Context: an optimization exercise on an open-source flow, tuned for small area and a short achievable clock period. The choices shown serve that exercise and are no tape-out recipe. Function was checked by simulation only, so behaviour that the tests miss may differ from the original. Power and IR drop assume default switching activity.

red:
Design QRCODE_FINDER, start of the top module:
module QRCODE_FINDER (
input             iCLOCK,
input             iRESET,
input [23:0]      iVID_DATA,
input             iVID_START,
input             iVID_DATA_VALID,
input [10:0]      iADDRESS,
input [31:0]      iWRITE_DATA,
input             iWRITE,
input             iREAD,
output reg [31:0] oREAD_DATA,
output reg [23:0] oVID_DATA,
output            oVID_START,
output            oVID_DATA_VALID
);
Size in the first run: roughly 130 I/O pins, about 140,000 sq um of cells after synthesis.
Settings: LEC_CHECK=0, CAP_MARGIN=20, CORE_MARGIN=2, CORE_UTILIZATION=45, CTS_CLUSTER_DIAMETER=100, CTS_CLUSTER_SIZE=24, SLEW_MARGIN=20; clock period 9.0 ns.
standard.sh (not shown) runs the stock make flow with config.mk's settings and CLKGATE_MAP_FILE= SYNTH_SCRIPT=/design/flow/synth_recipe.tcl, a recipe that flattens the netlist after the stock synthesis.
==> flow/flow/run.sh <==
#!/bin/bash
set -euo pipefail
MARGIN=$(cat flow/setup_margin)
sed "s|\"\${@:-finish}\"|SETUP_SLACK_MARGIN=${MARGIN} \"\${@:-finish}\"|" standard.sh > own_standard.sh
grep -q "SETUP_SLACK_MARGIN=${MARGIN}" own_standard.sh
bash own_standard.sh > make_finish.log 2>&1
==> flow/flow/setup_margin <==
5.5
red has completed all stages; timing, DRC and antenna checks passed.
> inputs changed (red -> blue)
--- a/flow/design.v
+++ b/flow/design.v
@@ -57,48 +57,50 @@
 reg        rDETECT_WRITE;
 reg [4:0]  rEND_ADDR;
 assign oVID_START      = rSTART_PIPE[2];
 assign oVID_DATA_VALID = rVALID_PIPE[2];
 wire [9:0] wLUM      = {2'b0,iVID_DATA[7:0]} + {2'b0,iVID_DATA[15:8]} + {2'b0,iVID_DATA[23:16]};
 wire [9:0] wLUM_NORM = rLUM + rLUM[9:2] + rLUM[9:4] + rLUM[9:6] + rLUM[9:8];
 wire        wFLAG1   = rDSTART_PIPE[0];
 reg  [10:0] rHDIFF;
 wire [10:0] wLUM_DIFF = wFLAG1 ? 11'd0 : rHDIFF;
 reg  [20*128-1:0] rLINE_BUF;
-reg  [7:0]  rCOL_HI, rCOLW_HI;
-reg  [15:0] rCOL_LO, rCOLW_LO;
+reg  [3:0]  rCOL_HI;
+reg  [31:0] rCOL_LO;
+reg  [7:0]  rCOLW_HI;
+reg  [15:0] rCOLW_LO;
 wire [6:0]  wHCNT_NEXT = iRESET ? 7'd0 :
                          !iVID_DATA_VALID ? rHCNT :
                          rDSTART ? 7'd0 : rHCNT + 1'b1;
 wire [19:0] wLB_WDATA = {rLBQ[9:0], wLUM_DIFF[10:1]};
 integer k;
 always @(posedge iCLOCK) begin
-  rCOL_HI  <= 8'd1 << wHCNT_NEXT[6:4];
-  rCOL_LO  <= 16'd1 << wHCNT_NEXT[3:0];
-  rCOLW_HI <= rCOL_HI;
-  rCOLW_LO <= rCOL_LO;
+  rCOL_HI  <= 4'd1 << wHCNT_NEXT[5:4];
+  rCOL_LO  <= 32'd1 << {wHCNT_NEXT[6], wHCNT_NEXT[3:0]};
+  rCOLW_HI <= 8'd1 << rHCNT[6:4];
+  rCOLW_LO <= 16'd1 << rHCNT[3:0];
   for (k = 1; k < 127; k = k + 1)
     if (rVALID_PIPE[0] && rCOLW_HI[k/16] && rCOLW_LO[k%16])
       rLINE_BUF[k*20 +: 20] <= wLB_WDATA;
   rLBQ <= wLB_RD;
 end
 reg [19:0] wLB_RD;
 reg [19:0] wLB_GRP;
 integer g;
 always @* begin
   wLB_RD = 20'd0;
   for (g = 0; g < 8; g = g + 1) begin
     wLB_GRP = 20'd0;
     for (k = 16*g; k < 16*g + 16; k = k + 1)
       if (k != 0 && k != 127)
-        wLB_GRP = wLB_GRP | ({20{rCOL_LO[k%16]}} & rLINE_BUF[k*20 +: 20]);
-    wLB_RD = wLB_RD | ({20{rCOL_HI[g]}} & wLB_GRP);
+        wLB_GRP = wLB_GRP | ({20{rCOL_LO[(k/64)*16 + k%16]}} & rLINE_BUF[k*20 +: 20]);
+    wLB_RD = wLB_RD | ({20{rCOL_HI[g%4]}} & wLB_GRP);
   end
 end
 wire [13:0] wD  = {{3{wLUM_DIFF[10]}}, wLUM_DIFF};
 wire [13:0] wL1 = {{2{rLBQ[9]}},  rLBQ[9:0],   2'b0};
 wire [13:0] wL2 = {{3{rLBQ[19]}}, rLBQ[19:10], 1'b0};
 wire [13:0] wS  = wD + wL1 + wL2;
 wire [13:0] wSN = 14'd1 - wD - wL1 - wL2;
 always @(posedge iCLOCK) begin
   rMAG <= wS[13] ? wSN[12:1] : wS[12:1];
   rPOS <= !wS[13] && (wS[12:1] != 0);
[summary]
- blue against red: required time at the worst-slack endpoint lower; proportion of cell area occupied by registers stayed essentially flat; via count rose by about 4.4%.
- Re fraction of registers with async set or reset after synthesis: no difference whatsoever between red and blue.
- Worst hold slack delta for blue relative to red: 0.0099 ns lower
- blue finished every step from synthesis to the final layout, and the layout passed the timing, design-rule and antenna checks.
- Going from red to blue, total clock sinks +0.33%, part of the power in registers level, cell area after synthesis stayed essentially flat, estimated wirelength of the detail-placed design went up.

-- port drivers added, routing unchanged --
Ports are ideal in the flow. The routed layouts listed here were re-timed in OpenROAD. Step 1 (the two cells are an assumption about what drives the block):
set clk [get_ports {iCLOCK}]
set_driving_cell -lib_cell sky130_fd_sc_hd__clkbuf_16 $clk
set_driving_cell -lib_cell sky130_fd_sc_hd__buf_2 [delete_from_list [all_inputs] $clk]
Step 2 moves the port delays by t, midway between the first and last clock arrival at a register: inputs arrive t later, outputs are due t later. That takes back most of the time a late clock gives input paths. Three values: ideal, step 1, step 2; two values: the first two.
run | t, ns | setup slack, ns | pins driven straight from the clock port
red | 0.968 | 5.333 / 5.333 / 4.723 | 1
blue | 0.992 | 5.357 / 5.357 / 4.568 | 1
After both steps every run listed still meets setup and hold. The setup slack of blue, which loses most, moves by 0.000 ns with the drivers and by -0.789 ns with both steps.
